From an optimization exercise on the open Yosys and OpenROAD flow, aimed at small area, a short achievable clock period and few clock cycles per item; shortcuts taken in it are not production practice.
Function was checked by simulation only, so behaviour that the tests miss may differ from the original.
No activity file was given, so power comes from the tool's default toggle rates.

**design/flow/design.v**
```verilog
module ma_blk1(a, b, al, bl, hs, bg, bp);
  input [0:0] a, b;
  input al, bl;
  output [0:0] hs;
  output bg, bp;
  wire [1:0] c;
  assign c[0] = al & bl;
  assign hs[0] = a[0] ^ b[0] ^ c[0];
  assign c[1] = (a[0] & b[0]) | (c[0] & (a[0] ^ b[0]));
  wire ge = a[0] & b[0];
  assign bg = c[1] & ~ge;
  assign bp = &hs;
endmodule
module mb_blk1(hs, cb, r);
  input [0:0] hs;
  input cb;
  output [0:0] r;
  assign r[0] = hs[0] ^ cb;
endmodule
module ma_blk4(a, b, al, bl, hs, bg, bp);
  input [3:0] a, b;
  input al, bl;
  output [3:0] hs;
  output bg, bp;
  wire [4:0] c;
  assign c[0] = al & bl;
  assign hs[0] = a[0] ^ b[0] ^ c[0];
  assign c[1] = (a[0] & b[0]) | (c[0] & (a[0] ^ b[0]));
  assign hs[1] = a[1] ^ b[1] ^ c[1];
  assign c[2] = (a[1] & b[1]) | (c[1] & (a[1] ^ b[1]));
  assign hs[2] = a[2] ^ b[2] ^ c[2];
  assign c[3] = (a[2] & b[2]) | (c[2] & (a[2] ^ b[2]));
  assign hs[3] = a[3] ^ b[3] ^ c[3];
  assign c[4] = (a[3] & b[3]) | (c[3] & (a[3] ^ b[3]));
  wire ge = a[3] & b[3];
  assign bg = c[4] & ~ge;
  assign bp = &hs;
endmodule
module mb_blk4(hs, cb, r);
  input [3:0] hs;
  input cb;
  output [3:0] r;
  wire f0_1 = hs[1] & hs[0];
  wire f0_3 = hs[3] & hs[2];
  wire f1_2 = hs[2] & f0_1;
  wire f1_3 = f0_3 & f0_1;
  assign r[0] = hs[0] ^ cb;
  assign r[1] = hs[1] ^ (cb & hs[0]);
  assign r[2] = hs[2] ^ (cb & f0_1);
  assign r[3] = hs[3] ^ (cb & f1_2);
endmodule
module ma_low(a, b, x5, l0, l1, c0, c1);
  input [4:0] a, b;
  input x5;
  output [5:0] l0, l1;
  output c0, c1;
  wire [6:0] s0 = {2'b0, a} + {2'b0, b} + {1'b0, x5, 5'b0};
  wire [6:0] s1 = s0 + 7'd19;
  assign l0 = s0[5:0];
  assign l1 = s1[5:0];
  assign c0 = s0[6];
  assign c1 = s1[6];
endmodule
module ma_pre(bg, bp, pg, pp, eg);
  input [62:0] bg, bp;
  output [31:0] pg, pp, eg;
  assign pg[0] = bg[1] | (bp[1] & bg[0]);
  assign pp[0] = bp[1] & bp[0];
  assign eg[0] = bg[0];
  assign pg[1] = bg[3] | (bp[3] & bg[2]);
  assign pp[1] = bp[3] & bp[2];
  assign eg[1] = bg[2];
  assign pg[2] = bg[5] | (bp[5] & bg[4]);
  assign pp[2] = bp[5] & bp[4];
  assign eg[2] = bg[4];
  assign pg[3] = bg[7] | (bp[7] & bg[6]);
  assign pp[3] = bp[7] & bp[6];
  assign eg[3] = bg[6];
  assign pg[4] = bg[9] | (bp[9] & bg[8]);
  assign pp[4] = bp[9] & bp[8];
  assign eg[4] = bg[8];
  assign pg[5] = bg[11] | (bp[11] & bg[10]);
  assign pp[5] = bp[11] & bp[10];
  assign eg[5] = bg[10];
  assign pg[6] = bg[13] | (bp[13] & bg[12]);
  assign pp[6] = bp[13] & bp[12];
  assign eg[6] = bg[12];
  assign pg[7] = bg[15] | (bp[15] & bg[14]);
  assign pp[7] = bp[15] & bp[14];
  assign eg[7] = bg[14];
  assign pg[8] = bg[17] | (bp[17] & bg[16]);
  assign pp[8] = bp[17] & bp[16];
  assign eg[8] = bg[16];
  assign pg[9] = bg[19] | (bp[19] & bg[18]);
  assign pp[9] = bp[19] & bp[18];
  assign eg[9] = bg[18];
  assign pg[10] = bg[21] | (bp[21] & bg[20]);
  assign pp[10] = bp[21] & bp[20];
  assign eg[10] = bg[20];
  assign pg[11] = bg[23] | (bp[23] & bg[22]);
  assign pp[11] = bp[23] & bp[22];
  assign eg[11] = bg[22];
  assign pg[12] = bg[25] | (bp[25] & bg[24]);
  assign pp[12] = bp[25] & bp[24];
  assign eg[12] = bg[24];
  assign pg[13] = bg[27] | (bp[27] & bg[26]);
  assign pp[13] = bp[27] & bp[26];
  assign eg[13] = bg[26];
  assign pg[14] = bg[29] | (bp[29] & bg[28]);
  assign pp[14] = bp[29] & bp[28];
  assign eg[14] = bg[28];
  assign pg[15] = bg[31] | (bp[31] & bg[30]);
  assign pp[15] = bp[31] & bp[30];
  assign eg[15] = bg[30];
  assign pg[16] = bg[33] | (bp[33] & bg[32]);
  assign pp[16] = bp[33] & bp[32];
  assign eg[16] = bg[32];
  assign pg[17] = bg[35] | (bp[35] & bg[34]);
  assign pp[17] = bp[35] & bp[34];
  assign eg[17] = bg[34];
  assign pg[18] = bg[37] | (bp[37] & bg[36]);
  assign pp[18] = bp[37] & bp[36];
  assign eg[18] = bg[36];
  assign pg[19] = bg[39] | (bp[39] & bg[38]);
  assign pp[19] = bp[39] & bp[38];
  assign eg[19] = bg[38];
  assign pg[20] = bg[41] | (bp[41] & bg[40]);
  assign pp[20] = bp[41] & bp[40];
  assign eg[20] = bg[40];
  assign pg[21] = bg[43] | (bp[43] & bg[42]);
  assign pp[21] = bp[43] & bp[42];
  assign eg[21] = bg[42];
  assign pg[22] = bg[45] | (bp[45] & bg[44]);
  assign pp[22] = bp[45] & bp[44];
  assign eg[22] = bg[44];
  assign pg[23] = bg[47] | (bp[47] & bg[46]);
  assign pp[23] = bp[47] & bp[46];
  assign eg[23] = bg[46];
  assign pg[24] = bg[49] | (bp[49] & bg[48]);
  assign pp[24] = bp[49] & bp[48];
  assign eg[24] = bg[48];
  assign pg[25] = bg[51] | (bp[51] & bg[50]);
  assign pp[25] = bp[51] & bp[50];
  assign eg[25] = bg[50];
  assign pg[26] = bg[53] | (bp[53] & bg[52]);
  assign pp[26] = bp[53] & bp[52];
  assign eg[26] = bg[52];
  assign pg[27] = bg[55] | (bp[55] & bg[54]);
  assign pp[27] = bp[55] & bp[54];
  assign eg[27] = bg[54];
  assign pg[28] = bg[57] | (bp[57] & bg[56]);
  assign pp[28] = bp[57] & bp[56];
  assign eg[28] = bg[56];
  assign pg[29] = bg[59] | (bp[59] & bg[58]);
  assign pp[29] = bp[59] & bp[58];
  assign eg[29] = bg[58];
  assign pg[30] = bg[61] | (bp[61] & bg[60]);
  assign pp[30] = bp[61] & bp[60];
  assign eg[30] = bg[60];
  assign pg[31] = bg[62];
  assign pp[31] = bp[62];
  assign eg[31] = bg[62];
endmodule
module mb_carry(pg, pp, eg, hs, c0, c1, y, sel, cb);
  input [31:0] pg, pp, eg;
  input [254:6] hs;
  input c0, c1, y;
  output sel;
  output [62:0] cb;
  wire r0_1g = pg[1] | (pp[1] & pg[0]);
  wire r0_1t = pp[1] & pp[0];
  wire r0_3g = pg[3] | (pp[3] & pg[2]);
  wire r0_3t = pp[3] & pp[2];
  wire r0_5g = pg[5] | (pp[5] & pg[4]);
  wire r0_5t = pp[5] & pp[4];
  wire r0_7g = pg[7] | (pp[7] & pg[6]);
  wire r0_7t = pp[7] & pp[6];
  wire r0_9g = pg[9] | (pp[9] & pg[8]);
  wire r0_9t = pp[9] & pp[8];
  wire r0_11g = pg[11] | (pp[11] & pg[10]);
  wire r0_11t = pp[11] & pp[10];
  wire r0_13g = pg[13] | (pp[13] & pg[12]);
  wire r0_13t = pp[13] & pp[12];
  wire r0_15g = pg[15] | (pp[15] & pg[14]);
  wire r0_15t = pp[15] & pp[14];
  wire r0_17g = pg[17] | (pp[17] & pg[16]);
  wire r0_17t = pp[17] & pp[16];
  wire r0_19g = pg[19] | (pp[19] & pg[18]);
  wire r0_19t = pp[19] & pp[18];
  wire r0_21g = pg[21] | (pp[21] & pg[20]);
  wire r0_21t = pp[21] & pp[20];
  wire r0_23g = pg[23] | (pp[23] & pg[22]);
  wire r0_23t = pp[23] & pp[22];
  wire r0_25g = pg[25] | (pp[25] & pg[24]);
  wire r0_25t = pp[25] & pp[24];
  wire r0_27g = pg[27] | (pp[27] & pg[26]);
  wire r0_27t = pp[27] & pp[26];
  wire r0_29g = pg[29] | (pp[29] & pg[28]);
  wire r0_29t = pp[29] & pp[28];
  wire r0_31g = pg[31] | (pp[31] & pg[30]);
  wire r0_31t = pp[31] & pp[30];
  wire r1_2g = pg[2] | (pp[2] & r0_1g);
  wire r1_2t = pp[2] & r0_1t;
  wire r1_3g = r0_3g | (r0_3t & r0_1g);
  wire r1_3t = r0_3t & r0_1t;
  wire r1_6g = pg[6] | (pp[6] & r0_5g);
  wire r1_6t = pp[6] & r0_5t;
  wire r1_7g = r0_7g | (r0_7t & r0_5g);
  wire r1_7t = r0_7t & r0_5t;
  wire r1_10g = pg[10] | (pp[10] & r0_9g);
  wire r1_10t = pp[10] & r0_9t;
  wire r1_11g = r0_11g | (r0_11t & r0_9g);
  wire r1_11t = r0_11t & r0_9t;
  wire r1_14g = pg[14] | (pp[14] & r0_13g);
  wire r1_14t = pp[14] & r0_13t;
  wire r1_15g = r0_15g | (r0_15t & r0_13g);
  wire r1_15t = r0_15t & r0_13t;
  wire r1_18g = pg[18] | (pp[18] & r0_17g);
  wire r1_18t = pp[18] & r0_17t;
  wire r1_19g = r0_19g | (r0_19t & r0_17g);
  wire r1_19t = r0_19t & r0_17t;
  wire r1_22g = pg[22] | (pp[22] & r0_21g);
  wire r1_22t = pp[22] & r0_21t;
  wire r1_23g = r0_23g | (r0_23t & r0_21g);
  wire r1_23t = r0_23t & r0_21t;
  wire r1_26g = pg[26] | (pp[26] & r0_25g);
  wire r1_26t = pp[26] & r0_25t;
  wire r1_27g = r0_27g | (r0_27t & r0_25g);
  wire r1_27t = r0_27t & r0_25t;
  wire r1_30g = pg[30] | (pp[30] & r0_29g);
  wire r1_30t = pp[30] & r0_29t;
  wire r1_31g = r0_31g | (r0_31t & r0_29g);
  wire r1_31t = r0_31t & r0_29t;
  wire r2_4g = pg[4] | (pp[4] & r1_3g);
  wire r2_4t = pp[4] & r1_3t;
  wire r2_5g = r0_5g | (r0_5t & r1_3g);
  wire r2_5t = r0_5t & r1_3t;
  wire r2_6g = r1_6g | (r1_6t & r1_3g);
  wire r2_6t = r1_6t & r1_3t;
  wire r2_7g = r1_7g | (r1_7t & r1_3g);
  wire r2_7t = r1_7t & r1_3t;
  wire r2_12g = pg[12] | (pp[12] & r1_11g);
  wire r2_12t = pp[12] & r1_11t;
  wire r2_13g = r0_13g | (r0_13t & r1_11g);
  wire r2_13t = r0_13t & r1_11t;
  wire r2_14g = r1_14g | (r1_14t & r1_11g);
  wire r2_14t = r1_14t & r1_11t;
  wire r2_15g = r1_15g | (r1_15t & r1_11g);
  wire r2_15t = r1_15t & r1_11t;
  wire r2_20g = pg[20] | (pp[20] & r1_19g);
  wire r2_20t = pp[20] & r1_19t;
  wire r2_21g = r0_21g | (r0_21t & r1_19g);
  wire r2_21t = r0_21t & r1_19t;
  wire r2_22g = r1_22g | (r1_22t & r1_19g);
  wire r2_22t = r1_22t & r1_19t;
  wire r2_23g = r1_23g | (r1_23t & r1_19g);
  wire r2_23t = r1_23t & r1_19t;
  wire r2_28g = pg[28] | (pp[28] & r1_27g);
  wire r2_28t = pp[28] & r1_27t;
  wire r2_29g = r0_29g | (r0_29t & r1_27g);
  wire r2_29t = r0_29t & r1_27t;
  wire r2_30g = r1_30g | (r1_30t & r1_27g);
  wire r2_30t = r1_30t & r1_27t;
  wire r2_31g = r1_31g | (r1_31t & r1_27g);
  wire r2_31t = r1_31t & r1_27t;
  wire r3_8g = pg[8] | (pp[8] & r2_7g);
  wire r3_8t = pp[8] & r2_7t;
  wire r3_9g = r0_9g | (r0_9t & r2_7g);
  wire r3_9t = r0_9t & r2_7t;
  wire r3_10g = r1_10g | (r1_10t & r2_7g);
  wire r3_10t = r1_10t & r2_7t;
  wire r3_11g = r1_11g | (r1_11t & r2_7g);
  wire r3_11t = r1_11t & r2_7t;
  wire r3_12g = r2_12g | (r2_12t & r2_7g);
  wire r3_12t = r2_12t & r2_7t;
  wire r3_13g = r2_13g | (r2_13t & r2_7g);
  wire r3_13t = r2_13t & r2_7t;
  wire r3_14g = r2_14g | (r2_14t & r2_7g);
  wire r3_14t = r2_14t & r2_7t;
  wire r3_15g = r2_15g | (r2_15t & r2_7g);
  wire r3_15t = r2_15t & r2_7t;
  wire r3_24g = pg[24] | (pp[24] & r2_23g);
  wire r3_24t = pp[24] & r2_23t;
  wire r3_25g = r0_25g | (r0_25t & r2_23g);
  wire r3_25t = r0_25t & r2_23t;
  wire r3_26g = r1_26g | (r1_26t & r2_23g);
  wire r3_26t = r1_26t & r2_23t;
  wire r3_27g = r1_27g | (r1_27t & r2_23g);
  wire r3_27t = r1_27t & r2_23t;
  wire r3_28g = r2_28g | (r2_28t & r2_23g);
  wire r3_28t = r2_28t & r2_23t;
  wire r3_29g = r2_29g | (r2_29t & r2_23g);
  wire r3_29t = r2_29t & r2_23t;
  wire r3_30g = r2_30g | (r2_30t & r2_23g);
  wire r3_30t = r2_30t & r2_23t;
  wire r3_31g = r2_31g | (r2_31t & r2_23g);
  wire r3_31t = r2_31t & r2_23t;
  wire r4_16g = pg[16] | (pp[16] & r3_15g);
  wire r4_16t = pp[16] & r3_15t;
  wire r4_17g = r0_17g | (r0_17t & r3_15g);
  wire r4_17t = r0_17t & r3_15t;
  wire r4_18g = r1_18g | (r1_18t & r3_15g);
  wire r4_18t = r1_18t & r3_15t;
  wire r4_19g = r1_19g | (r1_19t & r3_15g);
  wire r4_19t = r1_19t & r3_15t;
  wire r4_20g = r2_20g | (r2_20t & r3_15g);
  wire r4_20t = r2_20t & r3_15t;
  wire r4_21g = r2_21g | (r2_21t & r3_15g);
  wire r4_21t = r2_21t & r3_15t;
  wire r4_22g = r2_22g | (r2_22t & r3_15g);
  wire r4_22t = r2_22t & r3_15t;
  wire r4_23g = r2_23g | (r2_23t & r3_15g);
  wire r4_23t = r2_23t & r3_15t;
  wire r4_24g = r3_24g | (r3_24t & r3_15g);
  wire r4_24t = r3_24t & r3_15t;
  wire r4_25g = r3_25g | (r3_25t & r3_15g);
  wire r4_25t = r3_25t & r3_15t;
  wire r4_26g = r3_26g | (r3_26t & r3_15g);
  wire r4_26t = r3_26t & r3_15t;
  wire r4_27g = r3_27g | (r3_27t & r3_15g);
  wire r4_27t = r3_27t & r3_15t;
  wire r4_28g = r3_28g | (r3_28t & r3_15g);
  wire r4_28t = r3_28t & r3_15t;
  wire r4_29g = r3_29g | (r3_29t & r3_15g);
  wire r4_29t = r3_29t & r3_15t;
  wire r4_30g = r3_30g | (r3_30t & r3_15g);
  wire r4_30t = r3_30t & r3_15t;
  wire r4_31g = r3_31g | (r3_31t & r3_15g);
  wire r4_31t = r3_31t & r3_15t;
  assign sel = y | r4_31g | (r4_31t & c1);
  wire cin = c0 | (sel & c1);
  assign cb[0] = cin;
  wire et0 = &hs[9:6];
  assign cb[1] = eg[0] | (et0 & cin);
  assign cb[2] = pg[0] | (pp[0] & cin);
  wire et1 = &hs[17:14];
  assign cb[3] = (eg[1] | (et1 & pg[0])) | ((et1 & pp[0]) & cin);
  assign cb[4] = r0_1g | (r0_1t & cin);
  wire et2 = &hs[25:22];
  assign cb[5] = (eg[2] | (et2 & r0_1g)) | ((et2 & r0_1t) & cin);
  assign cb[6] = r1_2g | (r1_2t & cin);
  wire et3 = &hs[33:30];
  assign cb[7] = (eg[3] | (et3 & r1_2g)) | ((et3 & r1_2t) & cin);
  assign cb[8] = r1_3g | (r1_3t & cin);
  wire et4 = &hs[41:38];
  assign cb[9] = (eg[4] | (et4 & r1_3g)) | ((et4 & r1_3t) & cin);
  assign cb[10] = r2_4g | (r2_4t & cin);
  wire et5 = &hs[49:46];
  assign cb[11] = (eg[5] | (et5 & r2_4g)) | ((et5 & r2_4t) & cin);
  assign cb[12] = r2_5g | (r2_5t & cin);
  wire et6 = &hs[57:54];
  assign cb[13] = (eg[6] | (et6 & r2_5g)) | ((et6 & r2_5t) & cin);
  assign cb[14] = r2_6g | (r2_6t & cin);
  wire et7 = &hs[65:62];
  assign cb[15] = (eg[7] | (et7 & r2_6g)) | ((et7 & r2_6t) & cin);
  assign cb[16] = r2_7g | (r2_7t & cin);
  wire et8 = &hs[73:70];
  assign cb[17] = (eg[8] | (et8 & r2_7g)) | ((et8 & r2_7t) & cin);
  assign cb[18] = r3_8g | (r3_8t & cin);
  wire et9 = &hs[81:78];
  assign cb[19] = (eg[9] | (et9 & r3_8g)) | ((et9 & r3_8t) & cin);
  assign cb[20] = r3_9g | (r3_9t & cin);
  wire et10 = &hs[89:86];
  assign cb[21] = (eg[10] | (et10 & r3_9g)) | ((et10 & r3_9t) & cin);
  assign cb[22] = r3_10g | (r3_10t & cin);
  wire et11 = &hs[97:94];
  assign cb[23] = (eg[11] | (et11 & r3_10g)) | ((et11 & r3_10t) & cin);
  assign cb[24] = r3_11g | (r3_11t & cin);
  wire et12 = &hs[105:102];
  assign cb[25] = (eg[12] | (et12 & r3_11g)) | ((et12 & r3_11t) & cin);
  assign cb[26] = r3_12g | (r3_12t & cin);
  wire et13 = &hs[113:110];
  assign cb[27] = (eg[13] | (et13 & r3_12g)) | ((et13 & r3_12t) & cin);
  assign cb[28] = r3_13g | (r3_13t & cin);
  wire et14 = &hs[121:118];
  assign cb[29] = (eg[14] | (et14 & r3_13g)) | ((et14 & r3_13t) & cin);
  assign cb[30] = r3_14g | (r3_14t & cin);
  wire et15 = &hs[129:126];
  assign cb[31] = (eg[15] | (et15 & r3_14g)) | ((et15 & r3_14t) & cin);
  assign cb[32] = r3_15g | (r3_15t & cin);
  wire et16 = &hs[137:134];
  assign cb[33] = (eg[16] | (et16 & r3_15g)) | ((et16 & r3_15t) & cin);
  assign cb[34] = r4_16g | (r4_16t & cin);
  wire et17 = &hs[145:142];
  assign cb[35] = (eg[17] | (et17 & r4_16g)) | ((et17 & r4_16t) & cin);
  assign cb[36] = r4_17g | (r4_17t & cin);
  wire et18 = &hs[153:150];
  assign cb[37] = (eg[18] | (et18 & r4_17g)) | ((et18 & r4_17t) & cin);
  assign cb[38] = r4_18g | (r4_18t & cin);
  wire et19 = &hs[161:158];
  assign cb[39] = (eg[19] | (et19 & r4_18g)) | ((et19 & r4_18t) & cin);
  assign cb[40] = r4_19g | (r4_19t & cin);
  wire et20 = &hs[169:166];
  assign cb[41] = (eg[20] | (et20 & r4_19g)) | ((et20 & r4_19t) & cin);
  assign cb[42] = r4_20g | (r4_20t & cin);
  wire et21 = &hs[177:174];
  assign cb[43] = (eg[21] | (et21 & r4_20g)) | ((et21 & r4_20t) & cin);
  assign cb[44] = r4_21g | (r4_21t & cin);
  wire et22 = &hs[185:182];
  assign cb[45] = (eg[22] | (et22 & r4_21g)) | ((et22 & r4_21t) & cin);
  assign cb[46] = r4_22g | (r4_22t & cin);
  wire et23 = &hs[193:190];
  assign cb[47] = (eg[23] | (et23 & r4_22g)) | ((et23 & r4_22t) & cin);
  assign cb[48] = r4_23g | (r4_23t & cin);
  wire et24 = &hs[201:198];
  assign cb[49] = (eg[24] | (et24 & r4_23g)) | ((et24 & r4_23t) & cin);
  assign cb[50] = r4_24g | (r4_24t & cin);
  wire et25 = &hs[209:206];
  assign cb[51] = (eg[25] | (et25 & r4_24g)) | ((et25 & r4_24t) & cin);
  assign cb[52] = r4_25g | (r4_25t & cin);
  wire et26 = &hs[217:214];
  assign cb[53] = (eg[26] | (et26 & r4_25g)) | ((et26 & r4_25t) & cin);
  assign cb[54] = r4_26g | (r4_26t & cin);
  wire et27 = &hs[225:222];
  assign cb[55] = (eg[27] | (et27 & r4_26g)) | ((et27 & r4_26t) & cin);
  assign cb[56] = r4_27g | (r4_27t & cin);
  wire et28 = &hs[233:230];
  assign cb[57] = (eg[28] | (et28 & r4_27g)) | ((et28 & r4_27t) & cin);
  assign cb[58] = r4_28g | (r4_28t & cin);
  wire et29 = &hs[241:238];
  assign cb[59] = (eg[29] | (et29 & r4_28g)) | ((et29 & r4_28t) & cin);
  assign cb[60] = r4_29g | (r4_29t & cin);
  wire et30 = &hs[249:246];
  assign cb[61] = (eg[30] | (et30 & r4_29g)) | ((et30 & r4_29t) & cin);
  assign cb[62] = r4_30g | (r4_30t & cin);
endmodule
module simple_modular_adder(a,b,clk,rst,out,done);
input [255:0] a,b;
input clk,rst;
output [255:0] out;
output done;
wire [254:6] hs;
wire [62:0] bg, bp;
wire [31:0] pg, pp, eg;
wire [5:0] l0, l1;
wire c0, c1;
ma_low u_low(.a(a[4:0]), .b(b[4:0]), .x5(a[5] ^ b[5]), .l0(l0), .l1(l1), .c0(c0), .c1(c1));
ma_blk4 u_a0(.a(a[9:6]), .b(b[9:6]), .al(a[5]), .bl(b[5]), .hs(hs[9:6]), .bg(bg[0]), .bp(bp[0]));
ma_blk4 u_a1(.a(a[13:10]), .b(b[13:10]), .al(a[9]), .bl(b[9]), .hs(hs[13:10]), .bg(bg[1]), .bp(bp[1]));
ma_blk4 u_a2(.a(a[17:14]), .b(b[17:14]), .al(a[13]), .bl(b[13]), .hs(hs[17:14]), .bg(bg[2]), .bp(bp[2]));
ma_blk4 u_a3(.a(a[21:18]), .b(b[21:18]), .al(a[17]), .bl(b[17]), .hs(hs[21:18]), .bg(bg[3]), .bp(bp[3]));
ma_blk4 u_a4(.a(a[25:22]), .b(b[25:22]), .al(a[21]), .bl(b[21]), .hs(hs[25:22]), .bg(bg[4]), .bp(bp[4]));
ma_blk4 u_a5(.a(a[29:26]), .b(b[29:26]), .al(a[25]), .bl(b[25]), .hs(hs[29:26]), .bg(bg[5]), .bp(bp[5]));
ma_blk4 u_a6(.a(a[33:30]), .b(b[33:30]), .al(a[29]), .bl(b[29]), .hs(hs[33:30]), .bg(bg[6]), .bp(bp[6]));
ma_blk4 u_a7(.a(a[37:34]), .b(b[37:34]), .al(a[33]), .bl(b[33]), .hs(hs[37:34]), .bg(bg[7]), .bp(bp[7]));
ma_blk4 u_a8(.a(a[41:38]), .b(b[41:38]), .al(a[37]), .bl(b[37]), .hs(hs[41:38]), .bg(bg[8]), .bp(bp[8]));
ma_blk4 u_a9(.a(a[45:42]), .b(b[45:42]), .al(a[41]), .bl(b[41]), .hs(hs[45:42]), .bg(bg[9]), .bp(bp[9]));
ma_blk4 u_a10(.a(a[49:46]), .b(b[49:46]), .al(a[45]), .bl(b[45]), .hs(hs[49:46]), .bg(bg[10]), .bp(bp[10]));
ma_blk4 u_a11(.a(a[53:50]), .b(b[53:50]), .al(a[49]), .bl(b[49]), .hs(hs[53:50]), .bg(bg[11]), .bp(bp[11]));
ma_blk4 u_a12(.a(a[57:54]), .b(b[57:54]), .al(a[53]), .bl(b[53]), .hs(hs[57:54]), .bg(bg[12]), .bp(bp[12]));
ma_blk4 u_a13(.a(a[61:58]), .b(b[61:58]), .al(a[57]), .bl(b[57]), .hs(hs[61:58]), .bg(bg[13]), .bp(bp[13]));
ma_blk4 u_a14(.a(a[65:62]), .b(b[65:62]), .al(a[61]), .bl(b[61]), .hs(hs[65:62]), .bg(bg[14]), .bp(bp[14]));
ma_blk4 u_a15(.a(a[69:66]), .b(b[69:66]), .al(a[65]), .bl(b[65]), .hs(hs[69:66]), .bg(bg[15]), .bp(bp[15]));
ma_blk4 u_a16(.a(a[73:70]), .b(b[73:70]), .al(a[69]), .bl(b[69]), .hs(hs[73:70]), .bg(bg[16]), .bp(bp[16]));
ma_blk4 u_a17(.a(a[77:74]), .b(b[77:74]), .al(a[73]), .bl(b[73]), .hs(hs[77:74]), .bg(bg[17]), .bp(bp[17]));
ma_blk4 u_a18(.a(a[81:78]), .b(b[81:78]), .al(a[77]), .bl(b[77]), .hs(hs[81:78]), .bg(bg[18]), .bp(bp[18]));
ma_blk4 u_a19(.a(a[85:82]), .b(b[85:82]), .al(a[81]), .bl(b[81]), .hs(hs[85:82]), .bg(bg[19]), .bp(bp[19]));
ma_blk4 u_a20(.a(a[89:86]), .b(b[89:86]), .al(a[85]), .bl(b[85]), .hs(hs[89:86]), .bg(bg[20]), .bp(bp[20]));
ma_blk4 u_a21(.a(a[93:90]), .b(b[93:90]), .al(a[89]), .bl(b[89]), .hs(hs[93:90]), .bg(bg[21]), .bp(bp[21]));
ma_blk4 u_a22(.a(a[97:94]), .b(b[97:94]), .al(a[93]), .bl(b[93]), .hs(hs[97:94]), .bg(bg[22]), .bp(bp[22]));
ma_blk4 u_a23(.a(a[101:98]), .b(b[101:98]), .al(a[97]), .bl(b[97]), .hs(hs[101:98]), .bg(bg[23]), .bp(bp[23]));
ma_blk4 u_a24(.a(a[105:102]), .b(b[105:102]), .al(a[101]), .bl(b[101]), .hs(hs[105:102]), .bg(bg[24]), .bp(bp[24]));
ma_blk4 u_a25(.a(a[109:106]), .b(b[109:106]), .al(a[105]), .bl(b[105]), .hs(hs[109:106]), .bg(bg[25]), .bp(bp[25]));
ma_blk4 u_a26(.a(a[113:110]), .b(b[113:110]), .al(a[109]), .bl(b[109]), .hs(hs[113:110]), .bg(bg[26]), .bp(bp[26]));
ma_blk4 u_a27(.a(a[117:114]), .b(b[117:114]), .al(a[113]), .bl(b[113]), .hs(hs[117:114]), .bg(bg[27]), .bp(bp[27]));
ma_blk4 u_a28(.a(a[121:118]), .b(b[121:118]), .al(a[117]), .bl(b[117]), .hs(hs[121:118]), .bg(bg[28]), .bp(bp[28]));
ma_blk4 u_a29(.a(a[125:122]), .b(b[125:122]), .al(a[121]), .bl(b[121]), .hs(hs[125:122]), .bg(bg[29]), .bp(bp[29]));
ma_blk4 u_a30(.a(a[129:126]), .b(b[129:126]), .al(a[125]), .bl(b[125]), .hs(hs[129:126]), .bg(bg[30]), .bp(bp[30]));
ma_blk4 u_a31(.a(a[133:130]), .b(b[133:130]), .al(a[129]), .bl(b[129]), .hs(hs[133:130]), .bg(bg[31]), .bp(bp[31]));
ma_blk4 u_a32(.a(a[137:134]), .b(b[137:134]), .al(a[133]), .bl(b[133]), .hs(hs[137:134]), .bg(bg[32]), .bp(bp[32]));
ma_blk4 u_a33(.a(a[141:138]), .b(b[141:138]), .al(a[137]), .bl(b[137]), .hs(hs[141:138]), .bg(bg[33]), .bp(bp[33]));
ma_blk4 u_a34(.a(a[145:142]), .b(b[145:142]), .al(a[141]), .bl(b[141]), .hs(hs[145:142]), .bg(bg[34]), .bp(bp[34]));
ma_blk4 u_a35(.a(a[149:146]), .b(b[149:146]), .al(a[145]), .bl(b[145]), .hs(hs[149:146]), .bg(bg[35]), .bp(bp[35]));
ma_blk4 u_a36(.a(a[153:150]), .b(b[153:150]), .al(a[149]), .bl(b[149]), .hs(hs[153:150]), .bg(bg[36]), .bp(bp[36]));
ma_blk4 u_a37(.a(a[157:154]), .b(b[157:154]), .al(a[153]), .bl(b[153]), .hs(hs[157:154]), .bg(bg[37]), .bp(bp[37]));
ma_blk4 u_a38(.a(a[161:158]), .b(b[161:158]), .al(a[157]), .bl(b[157]), .hs(hs[161:158]), .bg(bg[38]), .bp(bp[38]));
ma_blk4 u_a39(.a(a[165:162]), .b(b[165:162]), .al(a[161]), .bl(b[161]), .hs(hs[165:162]), .bg(bg[39]), .bp(bp[39]));
ma_blk4 u_a40(.a(a[169:166]), .b(b[169:166]), .al(a[165]), .bl(b[165]), .hs(hs[169:166]), .bg(bg[40]), .bp(bp[40]));
ma_blk4 u_a41(.a(a[173:170]), .b(b[173:170]), .al(a[169]), .bl(b[169]), .hs(hs[173:170]), .bg(bg[41]), .bp(bp[41]));
ma_blk4 u_a42(.a(a[177:174]), .b(b[177:174]), .al(a[173]), .bl(b[173]), .hs(hs[177:174]), .bg(bg[42]), .bp(bp[42]));
ma_blk4 u_a43(.a(a[181:178]), .b(b[181:178]), .al(a[177]), .bl(b[177]), .hs(hs[181:178]), .bg(bg[43]), .bp(bp[43]));
ma_blk4 u_a44(.a(a[185:182]), .b(b[185:182]), .al(a[181]), .bl(b[181]), .hs(hs[185:182]), .bg(bg[44]), .bp(bp[44]));
ma_blk4 u_a45(.a(a[189:186]), .b(b[189:186]), .al(a[185]), .bl(b[185]), .hs(hs[189:186]), .bg(bg[45]), .bp(bp[45]));
ma_blk4 u_a46(.a(a[193:190]), .b(b[193:190]), .al(a[189]), .bl(b[189]), .hs(hs[193:190]), .bg(bg[46]), .bp(bp[46]));
ma_blk4 u_a47(.a(a[197:194]), .b(b[197:194]), .al(a[193]), .bl(b[193]), .hs(hs[197:194]), .bg(bg[47]), .bp(bp[47]));
ma_blk4 u_a48(.a(a[201:198]), .b(b[201:198]), .al(a[197]), .bl(b[197]), .hs(hs[201:198]), .bg(bg[48]), .bp(bp[48]));
ma_blk4 u_a49(.a(a[205:202]), .b(b[205:202]), .al(a[201]), .bl(b[201]), .hs(hs[205:202]), .bg(bg[49]), .bp(bp[49]));
ma_blk4 u_a50(.a(a[209:206]), .b(b[209:206]), .al(a[205]), .bl(b[205]), .hs(hs[209:206]), .bg(bg[50]), .bp(bp[50]));
ma_blk4 u_a51(.a(a[213:210]), .b(b[213:210]), .al(a[209]), .bl(b[209]), .hs(hs[213:210]), .bg(bg[51]), .bp(bp[51]));
ma_blk4 u_a52(.a(a[217:214]), .b(b[217:214]), .al(a[213]), .bl(b[213]), .hs(hs[217:214]), .bg(bg[52]), .bp(bp[52]));
ma_blk4 u_a53(.a(a[221:218]), .b(b[221:218]), .al(a[217]), .bl(b[217]), .hs(hs[221:218]), .bg(bg[53]), .bp(bp[53]));
ma_blk4 u_a54(.a(a[225:222]), .b(b[225:222]), .al(a[221]), .bl(b[221]), .hs(hs[225:222]), .bg(bg[54]), .bp(bp[54]));
ma_blk4 u_a55(.a(a[229:226]), .b(b[229:226]), .al(a[225]), .bl(b[225]), .hs(hs[229:226]), .bg(bg[55]), .bp(bp[55]));
ma_blk4 u_a56(.a(a[233:230]), .b(b[233:230]), .al(a[229]), .bl(b[229]), .hs(hs[233:230]), .bg(bg[56]), .bp(bp[56]));
ma_blk4 u_a57(.a(a[237:234]), .b(b[237:234]), .al(a[233]), .bl(b[233]), .hs(hs[237:234]), .bg(bg[57]), .bp(bp[57]));
ma_blk4 u_a58(.a(a[241:238]), .b(b[241:238]), .al(a[237]), .bl(b[237]), .hs(hs[241:238]), .bg(bg[58]), .bp(bp[58]));
ma_blk4 u_a59(.a(a[245:242]), .b(b[245:242]), .al(a[241]), .bl(b[241]), .hs(hs[245:242]), .bg(bg[59]), .bp(bp[59]));
ma_blk4 u_a60(.a(a[249:246]), .b(b[249:246]), .al(a[245]), .bl(b[245]), .hs(hs[249:246]), .bg(bg[60]), .bp(bp[60]));
ma_blk4 u_a61(.a(a[253:250]), .b(b[253:250]), .al(a[249]), .bl(b[249]), .hs(hs[253:250]), .bg(bg[61]), .bp(bp[61]));
ma_blk1 u_a62(.a(a[254:254]), .b(b[254:254]), .al(a[253]), .bl(b[253]), .hs(hs[254:254]), .bg(bg[62]), .bp(bp[62]));
ma_pre u_p(.bg(bg), .bp(bp), .pg(pg), .pp(pp), .eg(eg));
reg [254:6] hs_r;
reg [31:0] pg_r, pp_r, eg_r;
reg [5:0] l0_r, l1_r;
reg c0_r, c1_r, y_r;
always @(posedge clk) begin
  hs_r <= hs;
  pg_r <= pg;
  pp_r <= pp;
  eg_r <= eg;
  l0_r <= l0;
  l1_r <= l1;
  c0_r <= c0;
  c1_r <= c1;
  y_r <= a[254] & b[254];
end
wire sel;
wire [62:0] cb;
wire [254:0] r;
mb_carry u_c(.pg(pg_r), .pp(pp_r), .eg(eg_r), .hs(hs_r), .c0(c0_r), .c1(c1_r), .y(y_r), .sel(sel), .cb(cb));
assign r[5:0] = sel ? l1_r : l0_r;
mb_blk4 u_b0(.hs(hs_r[9:6]), .cb(cb[0]), .r(r[9:6]));
mb_blk4 u_b1(.hs(hs_r[13:10]), .cb(cb[1]), .r(r[13:10]));
mb_blk4 u_b2(.hs(hs_r[17:14]), .cb(cb[2]), .r(r[17:14]));
mb_blk4 u_b3(.hs(hs_r[21:18]), .cb(cb[3]), .r(r[21:18]));
mb_blk4 u_b4(.hs(hs_r[25:22]), .cb(cb[4]), .r(r[25:22]));
mb_blk4 u_b5(.hs(hs_r[29:26]), .cb(cb[5]), .r(r[29:26]));
mb_blk4 u_b6(.hs(hs_r[33:30]), .cb(cb[6]), .r(r[33:30]));
mb_blk4 u_b7(.hs(hs_r[37:34]), .cb(cb[7]), .r(r[37:34]));
mb_blk4 u_b8(.hs(hs_r[41:38]), .cb(cb[8]), .r(r[41:38]));
mb_blk4 u_b9(.hs(hs_r[45:42]), .cb(cb[9]), .r(r[45:42]));
mb_blk4 u_b10(.hs(hs_r[49:46]), .cb(cb[10]), .r(r[49:46]));
mb_blk4 u_b11(.hs(hs_r[53:50]), .cb(cb[11]), .r(r[53:50]));
mb_blk4 u_b12(.hs(hs_r[57:54]), .cb(cb[12]), .r(r[57:54]));
mb_blk4 u_b13(.hs(hs_r[61:58]), .cb(cb[13]), .r(r[61:58]));
mb_blk4 u_b14(.hs(hs_r[65:62]), .cb(cb[14]), .r(r[65:62]));
mb_blk4 u_b15(.hs(hs_r[69:66]), .cb(cb[15]), .r(r[69:66]));
mb_blk4 u_b16(.hs(hs_r[73:70]), .cb(cb[16]), .r(r[73:70]));
mb_blk4 u_b17(.hs(hs_r[77:74]), .cb(cb[17]), .r(r[77:74]));
mb_blk4 u_b18(.hs(hs_r[81:78]), .cb(cb[18]), .r(r[81:78]));
mb_blk4 u_b19(.hs(hs_r[85:82]), .cb(cb[19]), .r(r[85:82]));
mb_blk4 u_b20(.hs(hs_r[89:86]), .cb(cb[20]), .r(r[89:86]));
mb_blk4 u_b21(.hs(hs_r[93:90]), .cb(cb[21]), .r(r[93:90]));
mb_blk4 u_b22(.hs(hs_r[97:94]), .cb(cb[22]), .r(r[97:94]));
mb_blk4 u_b23(.hs(hs_r[101:98]), .cb(cb[23]), .r(r[101:98]));
mb_blk4 u_b24(.hs(hs_r[105:102]), .cb(cb[24]), .r(r[105:102]));
mb_blk4 u_b25(.hs(hs_r[109:106]), .cb(cb[25]), .r(r[109:106]));
mb_blk4 u_b26(.hs(hs_r[113:110]), .cb(cb[26]), .r(r[113:110]));
mb_blk4 u_b27(.hs(hs_r[117:114]), .cb(cb[27]), .r(r[117:114]));
mb_blk4 u_b28(.hs(hs_r[121:118]), .cb(cb[28]), .r(r[121:118]));
mb_blk4 u_b29(.hs(hs_r[125:122]), .cb(cb[29]), .r(r[125:122]));
mb_blk4 u_b30(.hs(hs_r[129:126]), .cb(cb[30]), .r(r[129:126]));
mb_blk4 u_b31(.hs(hs_r[133:130]), .cb(cb[31]), .r(r[133:130]));
mb_blk4 u_b32(.hs(hs_r[137:134]), .cb(cb[32]), .r(r[137:134]));
mb_blk4 u_b33(.hs(hs_r[141:138]), .cb(cb[33]), .r(r[141:138]));
mb_blk4 u_b34(.hs(hs_r[145:142]), .cb(cb[34]), .r(r[145:142]));
mb_blk4 u_b35(.hs(hs_r[149:146]), .cb(cb[35]), .r(r[149:146]));
mb_blk4 u_b36(.hs(hs_r[153:150]), .cb(cb[36]), .r(r[153:150]));
mb_blk4 u_b37(.hs(hs_r[157:154]), .cb(cb[37]), .r(r[157:154]));
mb_blk4 u_b38(.hs(hs_r[161:158]), .cb(cb[38]), .r(r[161:158]));
mb_blk4 u_b39(.hs(hs_r[165:162]), .cb(cb[39]), .r(r[165:162]));
mb_blk4 u_b40(.hs(hs_r[169:166]), .cb(cb[40]), .r(r[169:166]));
mb_blk4 u_b41(.hs(hs_r[173:170]), .cb(cb[41]), .r(r[173:170]));
mb_blk4 u_b42(.hs(hs_r[177:174]), .cb(cb[42]), .r(r[177:174]));
mb_blk4 u_b43(.hs(hs_r[181:178]), .cb(cb[43]), .r(r[181:178]));
mb_blk4 u_b44(.hs(hs_r[185:182]), .cb(cb[44]), .r(r[185:182]));
mb_blk4 u_b45(.hs(hs_r[189:186]), .cb(cb[45]), .r(r[189:186]));
mb_blk4 u_b46(.hs(hs_r[193:190]), .cb(cb[46]), .r(r[193:190]));
mb_blk4 u_b47(.hs(hs_r[197:194]), .cb(cb[47]), .r(r[197:194]));
mb_blk4 u_b48(.hs(hs_r[201:198]), .cb(cb[48]), .r(r[201:198]));
mb_blk4 u_b49(.hs(hs_r[205:202]), .cb(cb[49]), .r(r[205:202]));
mb_blk4 u_b50(.hs(hs_r[209:206]), .cb(cb[50]), .r(r[209:206]));
mb_blk4 u_b51(.hs(hs_r[213:210]), .cb(cb[51]), .r(r[213:210]));
mb_blk4 u_b52(.hs(hs_r[217:214]), .cb(cb[52]), .r(r[217:214]));
mb_blk4 u_b53(.hs(hs_r[221:218]), .cb(cb[53]), .r(r[221:218]));
mb_blk4 u_b54(.hs(hs_r[225:222]), .cb(cb[54]), .r(r[225:222]));
mb_blk4 u_b55(.hs(hs_r[229:226]), .cb(cb[55]), .r(r[229:226]));
mb_blk4 u_b56(.hs(hs_r[233:230]), .cb(cb[56]), .r(r[233:230]));
mb_blk4 u_b57(.hs(hs_r[237:234]), .cb(cb[57]), .r(r[237:234]));
mb_blk4 u_b58(.hs(hs_r[241:238]), .cb(cb[58]), .r(r[241:238]));
mb_blk4 u_b59(.hs(hs_r[245:242]), .cb(cb[59]), .r(r[245:242]));
mb_blk4 u_b60(.hs(hs_r[249:246]), .cb(cb[60]), .r(r[249:246]));
mb_blk4 u_b61(.hs(hs_r[253:250]), .cb(cb[61]), .r(r[253:250]));
mb_blk1 u_b62(.hs(hs_r[254:254]), .cb(cb[62]), .r(r[254:254]));
reg [254:0] res;
reg st, dn;
always @(posedge clk) begin
  res <= r;
  st <= rst;
  dn <= st & ~rst;
end
assign out = {1'b0, res};
assign done = dn;
endmodule
```
**design/flow/flow/run.sh**
```bash
#!/bin/bash
# Layout flow: the standard ORFS flow (standard.sh), run on a config (own.mk) that
# includes the standard flow's config.mk and adds two settings:
#  - the port buffers are the smallest plain buffer, sky130_fd_sc_hd__buf_1, instead of
#    the delay cell buffer_ports picks by default (every port still gets its buffer);
#  - slow cells with long PMOS stacks (3- and 4-input OR/NOR and some complex AOI/OAI
#    gates) are added to the platform's don't-use list.
# Synthesis, registers, floorplan, power grid, tap cells, CTS and routing are the standard
# flow's. The make output goes to standard.log; ORFS keeps each step's log under orfs/logs.
set -euo pipefail
here=$(pwd)
cat > own.mk <<EOM
include $here/config.mk
export BUFFER_PORTS_ARGS = -buffer_cell sky130_fd_sc_hd__buf_1
export DONT_USE_CELLS = sky130_fd_sc_hd__nor3_1 sky130_fd_sc_hd__nor3_2 sky130_fd_sc_hd__nor3_4 sky130_fd_sc_hd__nor3b_1 sky130_fd_sc_hd__nor3b_2 sky130_fd_sc_hd__nor3b_4 sky130_fd_sc_hd__nor4_1 sky130_fd_sc_hd__nor4_2 sky130_fd_sc_hd__nor4_4 sky130_fd_sc_hd__nor4b_1 sky130_fd_sc_hd__nor4b_2 sky130_fd_sc_hd__nor4b_4 sky130_fd_sc_hd__nor4bb_1 sky130_fd_sc_hd__nor4bb_2 sky130_fd_sc_hd__nor4bb_4 sky130_fd_sc_hd__or3_1 sky130_fd_sc_hd__or3_2 sky130_fd_sc_hd__or3_4 sky130_fd_sc_hd__or3b_1 sky130_fd_sc_hd__or3b_2 sky130_fd_sc_hd__or3b_4 sky130_fd_sc_hd__or4_1 sky130_fd_sc_hd__or4_2 sky130_fd_sc_hd__or4_4 sky130_fd_sc_hd__or4b_1 sky130_fd_sc_hd__or4b_2 sky130_fd_sc_hd__or4b_4 sky130_fd_sc_hd__or4bb_1 sky130_fd_sc_hd__or4bb_2 sky130_fd_sc_hd__or4bb_4  sky130_fd_sc_hd__a2111o_1 sky130_fd_sc_hd__a2111o_2 sky130_fd_sc_hd__a2111o_4 sky130_fd_sc_hd__a2111oi_0 sky130_fd_sc_hd__a2111oi_1 sky130_fd_sc_hd__a2111oi_2 sky130_fd_sc_hd__a2111oi_4 sky130_fd_sc_hd__a222oi_1 sky130_fd_sc_hd__a2bb2o_1 sky130_fd_sc_hd__a2bb2o_2 sky130_fd_sc_hd__a2bb2o_4 sky130_fd_sc_hd__a2bb2oi_1 sky130_fd_sc_hd__a2bb2oi_2 sky130_fd_sc_hd__a2bb2oi_4 sky130_fd_sc_hd__a311o_1 sky130_fd_sc_hd__a311o_2 sky130_fd_sc_hd__a311o_4 sky130_fd_sc_hd__a311oi_1 sky130_fd_sc_hd__a311oi_2 sky130_fd_sc_hd__a311oi_4 sky130_fd_sc_hd__a32o_1 sky130_fd_sc_hd__a32o_2 sky130_fd_sc_hd__a32o_4 sky130_fd_sc_hd__a32oi_1 sky130_fd_sc_hd__a32oi_2 sky130_fd_sc_hd__a32oi_4 sky130_fd_sc_hd__a41o_1 sky130_fd_sc_hd__a41o_2 sky130_fd_sc_hd__a41o_4 sky130_fd_sc_hd__a41oi_1 sky130_fd_sc_hd__a41oi_2 sky130_fd_sc_hd__a41oi_4 sky130_fd_sc_hd__o2111a_1 sky130_fd_sc_hd__o2111a_2 sky130_fd_sc_hd__o2111a_4 sky130_fd_sc_hd__o2111ai_1 sky130_fd_sc_hd__o2111ai_2 sky130_fd_sc_hd__o2111ai_4 sky130_fd_sc_hd__o2bb2a_1 sky130_fd_sc_hd__o2bb2a_2 sky130_fd_sc_hd__o2bb2a_4 sky130_fd_sc_hd__o2bb2ai_1 sky130_fd_sc_hd__o2bb2ai_2 sky130_fd_sc_hd__o2bb2ai_4 sky130_fd_sc_hd__o311a_1 sky130_fd_sc_hd__o311a_2 sky130_fd_sc_hd__o311a_4 sky130_fd_sc_hd__o311ai_0 sky130_fd_sc_hd__o311ai_1 sky130_fd_sc_hd__o311ai_2 sky130_fd_sc_hd__o311ai_4 sky130_fd_sc_hd__o32a_1 sky130_fd_sc_hd__o32a_2 sky130_fd_sc_hd__o32a_4 sky130_fd_sc_hd__o32ai_1 sky130_fd_sc_hd__o32ai_2 sky130_fd_sc_hd__o32ai_4 sky130_fd_sc_hd__o41a_1 sky130_fd_sc_hd__o41a_2 sky130_fd_sc_hd__o41a_4 sky130_fd_sc_hd__o41ai_1 sky130_fd_sc_hd__o41ai_2 sky130_fd_sc_hd__o41ai_4 
EOM
sed "s#DESIGN_CONFIG=[^ ]*#DESIGN_CONFIG=$here/own.mk#" standard.sh > own.sh
bash own.sh > standard.log 2>&1
```
**design/flow/standard.sh**
```bash
#!/bin/bash
# synth_recipe.tcl (not shown) runs the flow's synth.tcl, then flattens the netlist and writes it again
# the make line also repeats each setting of config.mk as NAME=value (left out here)
make -C /OpenROAD-flow-scripts/flow DESIGN_CONFIG=/design/flow/config.mk WORK_HOME=/design/flow/orfs CLKGATE_MAP_FILE= SYNTH_SCRIPT=/design/flow/synth_recipe.tcl "${@:-finish}"
```
**design/flow/config.mk**
```make
export PLATFORM = sky130hd
export DESIGN_NAME = simple_modular_adder
export DESIGN_NICKNAME = simple_modular_adder
export VERILOG_FILES = /design/flow/design.v
export SDC_FILE = /design/flow/constraint.sdc
export NUM_CORES = 4
export LEC_CHECK = 0
export CAP_MARGIN = 20
export CORE_MARGIN = 2
export CORE_UTILIZATION = 40
export CTS_CLUSTER_DIAMETER = 60
export CTS_CLUSTER_SIZE = 25
export SETUP_SLACK_MARGIN = 2.3
export SLEW_MARGIN = 20
export SYNTH_HIERARCHICAL = 0
```
**design/flow/constraint.sdc**
```tcl
create_clock -name core_clock -period 5.0 [get_ports {clk}]
set_input_delay 1.0000 -clock core_clock [delete_from_list [all_inputs] [get_ports {clk}]]
set_output_delay 1.0000 -clock core_clock [all_outputs]
set_load 0.01 [all_outputs]
```
==> qor.log, run 1 <==
INFO  die            placement_rows=93
INFO  final_layout   num-nets-final=4,115
INFO  pwr            power_leakage=0.0152uW
INFO  cts            clock_insertion_delay_worst_skew=0.61ns
INFO  die            die_area=66,700um2
INFO  final_layout   flow.area_growth_from_synthesis=26.5%
INFO  synthesis      synth.area.mux_share=0.00261
INFO  synthesis      post_synth_and_or_nand_nor_area_fraction=0.0759
INFO  synthesis      synth_cell_types=48
INFO  sta            max_slew_margin=0.538
INFO  die            top_level_ports=771
INFO  synthesis      area_share_of_the_largest_cell_type_after_synthesis=0.476
INFO  routing        wirelength_met1=27.2mm
INFO  cts            cts.sinks=615
INFO  synthesis      synthMostInstantiatedCell=sky130_fd_sc_hd__dfxtp_1
INFO  synthesis      synth_compound_gate_area_share=0.0580
INFO  cts            ctsLongestPathBuffers=3
INFO  global_routing global_route.usage.total=0.205
INFO  sta            setup_repair_after_global_routing_missed_its_margin=yes
INFO  routing        route.detailed.wl_per_inst=17.1um
INFO  synthesis      ys_warn_count=1
INFO  sta            fin_worst_skew=0.0424ns
INFO  cts            ctsRootBufferMaster=sky130_fd_sc_hd__clkbuf_16
INFO  placed_design  detailedPlace.worstSlack=1.40ns
INFO  routing        drt-total-wl=70.5mm
INFO  placed_design  gpl.final_weighted_congestion=0.914
INFO  sta            sum_of_negative_setup_slack=0ns
INFO  cts            htreeDepth=2
INFO  final_layout   area.sequential=12,400um2
INFO  final_layout   n_fill_cell=6,057
INFO  placed_design  placement.io_buffers=767
INFO  synthesis      dominant_cell_type_by_area_after_synthesis=sky130_fd_sc_hd__dfxtp_1
INFO  critical_path  arrival=3.22ns
INFO  cts            hold_bufs_at_cts=0
INFO  critical_path  crit-reg2reg-launch=pp_r[17]
INFO  die            fp.dieW=258um
INFO  sta            slew_violations=0
INFO  synthesis      synth_ff_type=sky130_fd_sc_hd__dfxtp_1
INFO  critical_path  worstPathMaxFanout=7
INFO  sta            report.final.setup_viol=0
INFO  synthesis      synth-seq-cells=615
INFO  routing        post_drt_via_cell_ratio=4.45
INFO  critical_path  reg2reg_depth=12
INFO  routing        drtPass1Iterations=5
INFO  critical_path  cp.required=5.51ns
INFO  routing        route.met2.wl=36.4mm
INFO  sta            worst_slack=2.30ns
INFO  cts            total_cts_buffers=45
INFO  routing        detailroute.via_count=18,300
INFO  synthesis      post_synth_instance_area=25,900um2
INFO  global_routing grt_pass1_vias=18,500
INFO  critical_path  path_class=register to register
INFO  critical_path  crit-reg2reg-capture=res[237]
INFO  sta            fmax=370MHz
INFO  placed_design  placement.cell_area=29,900um2
INFO  final_layout   multiInputGateArea=12,200um2
INFO  routing        highest-signal-layer=met5
INFO  status         run_status=finished clean
INFO  critical_path  crit_path_start_kind=register
INFO  critical_path  worst_setup_path_endpoint=res[237]
INFO  synthesis      combinational_family_with_the_most_area_after_synthesis=adder cells
INFO  final_layout   fin_area=32,700um2
INFO  synthesis      async_reset_ff_frac=0
INFO  sta            hold_viol_final=0
INFO  critical_path  reg2reg_setup_slack=2.30ns
INFO  synthesis      seq_area_frac_synth=0.476
INFO  die            core_area=64,200um2
INFO  worst_hold_path min-delay-path-class=register to register
INFO  sta            final_min_period_over_clock_period=0.541
INFO  final_layout   drive_gt1_frac=0.0974
INFO  routing        remaining_drc_errors=0
INFO  placed_design  place_hpwl=59.9mm
INFO  synthesis      synth_adder_area_share=0.240
INFO  synthesis      ys_top_cells_by_area=sky130_fd_sc_hd__dfxtp_1 48%, sky130_fd_sc_hd__fa_1 14%, sky130_fd_sc_hd__ha_1 9.5%, sky130_fd_sc_hd__inv_1 8.1%, sky130_fd_sc_hd__xor2_1 3.7%
INFO  pwr            peak_vdd_ir=277uV
INFO  routing        number_of_design_rule_violations_left_by_the_first_detailed_router_iteration=549
INFO  routing        ant_nets=0
INFO  routing        met3WireLength=4.70mm
INFO  synthesis      cells_after_synthesis=2,352
INFO  global_routing grt_first_pass_wirelength=103mm
INFO  synthesis      synth.net_count=3,249
INFO  global_routing grt_antenna_before_repair=4
INFO  sta            fin_crit=2.70ns
INFO  synthesis      syn_area_per_cell=11.0um2
INFO  synthesis      synth-xor-area-share=0.0657
INFO  cts            clock_transition_at_the_register_clock_pins_on_the_worst_setup_and_hold_paths_after_cts=0.09ns
INFO  cts            cts_tree=yes
INFO  critical_path  worstSetupStartpoint=pp_r[17]
INFO  global_routing grt_max_degree=26
INFO  die            initial_core_util=0.403
INFO  synthesis      ys_top_cells_by_count=615 x sky130_fd_sc_hd__dfxtp_1, 560 x sky130_fd_sc_hd__inv_1, 196 x sky130_fd_sc_hd__ha_1, 187 x sky130_fd_sc_hd__fa_1, 108 x sky130_fd_sc_hd__xor2_1
INFO  run            max_cap_violations=0
INFO  critical_path  critPathCaptureType=register
INFO  sta            max_slew.worst_pin.slew=0.692ns
INFO  synthesis      synth-edff-count=0
INFO  die            die_h=258um
INFO  global_routing grt_overflow_total=0
INFO  pwr            power.density=395nW/um2
## routing by layer
metal,up-vias,GRT usage
li1,9111,-
met1,8608,0.228
met2,480,0.378
met3,110,0.0548
met4,6,0.0660
met5,-,0
## layout make-up
| cell class | count | area share |
|---|---|---|
| inverters | 561 | 0.0644 |
| repair buffers | 821 | 0.103 |
| diodes | 2 | 0.000153 |
| well taps | 855 | 0.0327 |
| flip-flops and latches | 615 | 0.378 |
| clock inverters | 33 | 0.0116 |
| multi-input cells | 1174 | 0.374 |
| clock buffers | 51 | 0.0367 |
## cell families (layout without fill, tap and decap cells)
kind of cell / count (synthesis) / count (layout)
simple gates: 369 / 369
xor+xnor: 194 / 194
buf+inv: 564 / 1466
mux: 6 / 6
fa+ha+maj: 383 / 383
flops: 615 / 615
other cells: 1 / 3
compound gates: 220 / 221
## critical path: stages, from the launching register on
cell                       delay (ns)
sky130_fd_sc_hd__dfxtp_4         0.37
sky130_fd_sc_hd__a21o_1          0.22
sky130_fd_sc_hd__a31oi_4         0.23
sky130_fd_sc_hd__o221ai_2        0.14
sky130_fd_sc_hd__a211o_4         0.40
sky130_fd_sc_hd__o211ai_4        0.19
sky130_fd_sc_hd__buf_12          0.17
sky130_fd_sc_hd__a211oi_4        0.07
sky130_fd_sc_hd__o21a_1          0.22
sky130_fd_sc_hd__buf_4           0.13
sky130_fd_sc_hd__buf_4           0.13
sky130_fd_sc_hd__o211ai_1        0.22
sky130_fd_sc_hd__xnor2_1         0.14
## report_power, final
part / internal [uW] / switching (uW)
combinational: 1070 / 1650
sequential: 5900 / 474
clock: 1870 / 1970
total: 8840 / 4090
## cell usage in the layout, fill, tap and decap left out, types with 6 or more instances in the layout
master,instances
sky130_fd_sc_hd__and3_1,20
sky130_fd_sc_hd__ha_4,8
sky130_fd_sc_hd__nor2b_1,7
sky130_fd_sc_hd__mux2_2,6
sky130_fd_sc_hd__nand2_1,56
sky130_fd_sc_hd__o211ai_1,15
sky130_fd_sc_hd__and4_4,6
sky130_fd_sc_hd__inv_1,560
sky130_fd_sc_hd__inv_6,8
sky130_fd_sc_hd__nand3_1,37
sky130_fd_sc_hd__clkbuf_16,47
sky130_fd_sc_hd__xor2_1,108
sky130_fd_sc_hd__a21oi_2,10
sky130_fd_sc_hd__fa_2,31
sky130_fd_sc_hd__o21a_1,9
sky130_fd_sc_hd__ha_1,183
sky130_fd_sc_hd__a21oi_4,8
sky130_fd_sc_hd__buf_4,43
sky130_fd_sc_hd__or2_2,7
sky130_fd_sc_hd__a211oi_4,6
sky130_fd_sc_hd__buf_1,767
sky130_fd_sc_hd__o21ai_1,7
sky130_fd_sc_hd__o211a_1,6
sky130_fd_sc_hd__a21o_1,23
sky130_fd_sc_hd__xnor2_1,86
sky130_fd_sc_hd__a21oi_1,28
sky130_fd_sc_hd__nand4_1,86
sky130_fd_sc_hd__buf_6,7
sky130_fd_sc_hd__dfxtp_1,591
sky130_fd_sc_hd__o22ai_1,31
sky130_fd_sc_hd__nor2_1,68
sky130_fd_sc_hd__o21ai_0,18
sky130_fd_sc_hd__nand2b_1,34
sky130_fd_sc_hd__or2_4,11
sky130_fd_sc_hd__dfxtp_2,19
sky130_fd_sc_hd__clkinv_4,6
sky130_fd_sc_hd__fa_1,156
sky130_fd_sc_hd__and2_1,18
## worst min path at each step
stage	start	end	slack [ns]	cells after the start
detailed placement	hs_r[181]	res[181]	0.42	1
global placement	hs_r[229]	res[229]	0.41	1
CTS	hs_r[21]	res[21]	0.42	1
finish	hs_r[21]	res[21]	0.42	1
global route	hs_r[45]	res[45]	0.43	1
floorplan	hs_r[229]	res[229]	0.41	1
## registers in the layout, summed over array words and instances, names as in the netlist, 6 cells and up
name / count
l1_r: 6
eg_r: 31
res: 255
pp_r: 31
l0_r: 6
hs_r: 249
pg_r: 32
## timing repair
action                     4_1_cts  5_1_grt
gates cloned                     1        0
buffers inserted                33       21
setup endpoints to repair      243      102
pin swaps                       41       71
gates resized for setup        103       85
## through the flow
step	power [uW]	util	instances	hold WS, ns
after global routing	13600	0.509	4110	0.433
after floorplan	7800	-	2352	0.409
final	12900	0.509	4112	0.416
after detailed placement	9110	0.465	3971	0.418
after global placement	9090	0.465	3971	0.414
after CTS	13000	0.501	4089	0.423
Testbench counts, summed over its fixed seeds: cycles 1,024, items 512.
==> run 2, diff against run 1 <==
--- a/design/flow/config.mk
+++ b/design/flow/config.mk
@@ -8,8 +8,8 @@
 export CAP_MARGIN = 20
 export CORE_MARGIN = 2
 export CORE_UTILIZATION = 40
-export CTS_CLUSTER_DIAMETER = 60
-export CTS_CLUSTER_SIZE = 25
+export CTS_CLUSTER_DIAMETER = 70
+export CTS_CLUSTER_SIZE = 30
 export SETUP_SLACK_MARGIN = 2.3
 export SLEW_MARGIN = 20
-export SYNTH_HIERARCHICAL = 0
+export SYNTH_HIERARCHICAL = 1
==> run 2 against run 1 <==
Effect of this change:
- still clean
- sequential power grew 0.8%
- register-to-register slack gained 0.03 ns
- critical path depth shrank 1
- die area fell by 4.3%
- combinational power grew 6%
- clock skew down 0.0042 ns
- wire length rose by 1.8%
- synthesized cell count decreased by 21%
==> qor.log, run 2 <==
INFO  cts            htreeDepth=2 [unchanged]
INFO  critical_path  critPathCaptureType=register [unchanged]
INFO  placed_design  place_hpwl=62.4mm [was 59.9 mm]
INFO  final_layout   commonest_cells_after_routing_fill_and_taps_aside=767 x sky130_fd_sc_hd__buf_1, 603 x sky130_fd_sc_hd__dfxtp_1, 186 x sky130_fd_sc_hd__fa_2 [was 767 x sky130_fd_sc_hd__buf_1, 591 x sky130_fd_sc_hd__dfxtp_1, 560 x sky130_fd_sc_hd__inv_1]
INFO  pwr            peak_vdd_ir=264uV [was 277 uV]
INFO  die            die_area=63,900um2 [was 66,700 um2]
INFO  pwr            power.density=404nW/um2 [was 395 nW/um2]
INFO  routing        route.detailed.wl_per_inst=20.7um [was 17.1 um]
INFO  routing        detailroute.via_count=16,600 [was 18,300]
INFO  final_layout   largest_register_ffs=255 [unchanged]
INFO  cts            ctsRootBufferMaster=sky130_fd_sc_hd__clkbuf_16 [unchanged]
INFO  cts            total_cts_buffers=38 [was 45]
INFO  placed_design  placement.io_buffers=767 [unchanged]
INFO  sta            final_min_period_over_clock_period=0.534 [was 0.541]
INFO  synthesis      post_synth_instance_area=24,700um2 [was 25,900 um2]
INFO  final_layout   most_common_library_cell_in_the_layout_ignoring_fill_and_taps=sky130_fd_sc_hd__buf_1 [unchanged]
INFO  routing        drt-total-wl=71.8mm [was 70.5 mm]
INFO  pwr            cell_internal_pwr=8820uW [was 8840 uW]
INFO  cts            clock_transition_at_the_register_clock_pins_on_the_worst_setup_and_hold_paths_after_cts=0.11ns [was 0.09 ns]
INFO  cts            hold_bufs_at_cts=0 [unchanged]
INFO  sta            report.final.setup_viol=0 [unchanged]
INFO  die            initial_core_util=0.402 [was 0.403]
INFO  sta            max_slew.worst_pin.slew=0.745ns [was 0.692 ns]
INFO  die            top_level_ports=771 [unchanged]
INFO  sta            fin_worst_skew=0.0382ns [was 0.0424 ns]
INFO  die            die_h=253um [was 258 um]
INFO  die            fp.dieW=253um [was 258 um]
INFO  pwr            sw_frac_of_total=0.316 [about the same]
INFO  final_layout   n_fill_cell=5,474 [was 6,057]
INFO  sta            max_slew_margin=0.502 [was 0.538]
INFO  cts            ctsLongestPathBuffers=3 [unchanged]
INFO  sta            setup_repair_after_global_routing_missed_its_margin=yes [unchanged]
INFO  run            max_cap_violations=0 [unchanged]
INFO  cts            cts.sinks=616 [was 615]
INFO  critical_path  arrival=3.16ns [was 3.22 ns]
INFO  global_routing grt.met1_usage=0.236 [was 0.228]
INFO  critical_path  worstPathMaxFanout=8 [was 7]
INFO  cts            clock_insertion_delay_worst_skew=0.59ns [was 0.61 ns]
INFO  global_routing grt_antenna_before_repair=15 [was 4]
INFO  routing        remaining_drc_errors=0 [unchanged]
INFO  critical_path  path_class=register to register [unchanged]
INFO  synthesis      ys_warn_count=7 [was 1]
INFO  die            placement_rows=91 [was 93]
INFO  pwr            clock_network_fraction_of_total_power=0.280 [was 0.297]
INFO  final_layout   largest_register=res [unchanged]
INFO  global_routing grt_first_pass_wirelength=105mm [was 103 mm]
INFO  critical_path  cp.required=5.48ns [was 5.51 ns]
INFO  sta            hold_viol_final=0 [unchanged]
INFO  sta            sum_of_negative_setup_slack=0ns [unchanged]
INFO  placed_design  detailedPlace.worstSlack=1.46ns [was 1.40 ns]
INFO  critical_path  reg2reg_setup_slack=2.33ns [was 2.30 ns]
INFO  sta            fin_crit=2.67ns [was 2.70 ns]
INFO  final_layout   drive_gt1_frac=0.183 [was 0.0974]
INFO  global_routing grt_util_met3=0.0684 [was 0.0548]
INFO  final_layout   multiInputGateArea=14,000um2 [was 12,200 um2]
INFO  final_layout   flow.area_growth_from_synthesis=28.9% [was 26.5%]
INFO  sta            worst_slack=2.33ns [was 2.30 ns]
INFO  cts            cts_tree=yes [unchanged]
INFO  die            core_area=61,500um2 [was 64,200 um2]
INFO  global_routing grt_pass1_vias=18,100 [was 18,500]
INFO  status         run_status=finished clean [unchanged]
INFO  global_routing grt-busiest-layer=met2 [unchanged]
INFO  final_layout   area.sequential=12,400um2 [about the same]
INFO  placed_design  gpl.final_weighted_congestion=0.982 [was 0.914]
INFO  pwr            power.net_switching=4080uW [was 4090 uW]
INFO  global_routing grt_max_degree=31 [was 26]
INFO  global_routing global_route.usage.total=0.221 [was 0.205]
INFO  routing        ant_nets=0 [unchanged]
INFO  pwr            power_leakage=0.0125uW [was 0.0152 uW]
INFO  synthesis      synth.net_count=2,755 [was 3,249]
INFO  routing        post_drt_via_cell_ratio=4.80 [was 4.45]
INFO  pwr            share_comb_of_total_power=0.223 [was 0.210]
INFO  worst_hold_path min-delay-path-class=register to register [unchanged]
INFO  sta            slew_violations=0 [unchanged]
INFO  final_layout   num-nets-final=3,540 [was 4,115]
INFO  global_routing use_met2=0.392 [was 0.378]
INFO  routing        drtPass1Iterations=5 [unchanged]
INFO  global_routing grt_overflow_total=0 [unchanged]
INFO  pwr            power_frac_seq=0.498 [was 0.493]
INFO  sta            fmax=374MHz [was 370 MHz]
INFO  synthesis      cells_after_synthesis=1,860 [was 2,352]
INFO  synthesis      syn_area_per_cell=13.3um2 [was 11.0 um2]
INFO  final_layout   layout_top_registers=res (255), hs_r (249) [was res (255), hs_r (249), pg_r (32)]
INFO  critical_path  crit_path_start_kind=register [unchanged]
INFO  routing        number_of_design_rule_violations_left_by_the_first_detailed_router_iteration=579 [was 549]
run 2: cell count changes in the layout (fill, tap and decap cells not counted), moves of 41 or more:
| cell | change |
|---|---|
| sky130_fd_sc_hd__nor2_1 | -49 |
| sky130_fd_sc_hd__and2_1 | +49 |
| sky130_fd_sc_hd__inv_1 | -546 |
| sky130_fd_sc_hd__a21o_1 | +45 |
| sky130_fd_sc_hd__and4_1 | +86 |
| sky130_fd_sc_hd__fa_1 | -155 |
| sky130_fd_sc_hd__ha_1 | -56 |
| sky130_fd_sc_hd__xor2_1 | -43 |
| sky130_fd_sc_hd__fa_2 | +155 |
| sky130_fd_sc_hd__ha_4 | +54 |
| sky130_fd_sc_hd__nand2_1 | -41 |
run 2: final cells by class:
type,instances,area share
diodes,5,0.000392
clock buffers,42,0.0326
clock inverters,28,0.0128
inverters,16,0.00212
multi-input cells,1189,0.439
flip-flops and latches,616,0.387
well taps,790,0.0310
repair buffers,784,0.0947
run 2: layer usage:
layer | vias to the layer above | wire length (um)
li1 | 7999 | -
met3 | 161 | 5630
met5 | - | 125
met1 | 7917 | 26600
met4 | 20 | 3440
met2 | 547 | 36000
run 2: final timing paths:
path | start | to | depth (start not counted)
worst max-delay path | pp_r[5] | res[91] | 11
worst min-delay path | hs_r[205] | res[205] | 1
worst max register to register | pp_r[5] | res[91] | 11
worst min register to register | hs_r[205] | res[205] | 1
run 2: repair_timing:
item	CTS	global route
endpoints found under the setup margin	242	135
setup buffers	10	7
gates resized for setup	53	53
pin swaps	11	26
run 2: power by group through the flow:
stage | clock [uW] | sequential (uW) | combinational, uW
4_1_cts | 3730 | 6430 | 2890
2_1_floorplan | 0 | 6680 | 1260
3_3_place_gp | 0 | 6510 | 2780
6_report | 3610 | 6420 | 2870
5_1_grt | 3920 | 6530 | 3160
3_5_place_dp | 0 | 6540 | 2820
run 2: critical path, stage by stage (launching register included):
cell	delay [ns]
sky130_fd_sc_hd__dfxtp_4	0.38
sky130_fd_sc_hd__a21o_1	0.18
sky130_fd_sc_hd__a21o_1	0.19
sky130_fd_sc_hd__a221oi_4	0.41
sky130_fd_sc_hd__o21ai_4	0.12
sky130_fd_sc_hd__nand3b_1	0.10
sky130_fd_sc_hd__and2_4	0.21
sky130_fd_sc_hd__inv_8	0.07
sky130_fd_sc_hd__a211o_4	0.35
sky130_fd_sc_hd__a21o_1	0.22
sky130_fd_sc_hd__ha_2	0.18
sky130_fd_sc_hd__xor2_1	0.15
run 2: metrics by stage:
stage | cells | util | total power, uW | hold slack (ns) | area [um2]
2_1_floorplan | 1860 | - | 7940 | 0.406 | 26400
3_3_place_gp | 3378 | 0.486 | 9290 | 0.417 | 29900
3_5_place_dp | 3378 | 0.486 | 9350 | 0.419 | 29900
4_1_cts | 3458 | 0.514 | 13000 | 0.431 | 31600
5_1_grt | 3469 | 0.519 | 13600 | 0.442 | 31900
6_report | 3470 | 0.519 | 12900 | 0.426 | 31900

[static timing again, ports no longer ideal]
The flow's constraints put no driver on any port. The routed layouts listed below were extracted and timed again, unchanged, in two steps. Step 1 sets driving cells, clkbuf_16 on the clock port and buf_2 on the other inputs (assumed; they add their load-dependent delay and slew). Step 2 times the ports against the registers' clock, not the clock port: input delays grow and output delays shrink by t, the midpoint of the rising clock arrivals with the driver on. Slacks: ideal / step 1 / step 2; pairs: ideal / step 1.
| run | shift t [ns] | setup slack, ns | worst hold slack (ns) | worst data-port slew with drivers (ns) |
|---|---|---|---|---|
| run 1 | 0.643 | 2.296 / 2.296 / 1.763 | 0.416 / 0.416 / 0.416 | 0.09 |
| run 2 | 0.630 | 2.328 / 2.328 / 1.818 | 0.426 / 0.426 / 0.426 | 0.13 |
After both steps every run listed still meets setup and hold. The setup slack of run 1, which loses most, moves by 0.000 ns with the drivers and by -0.533 ns with both steps.
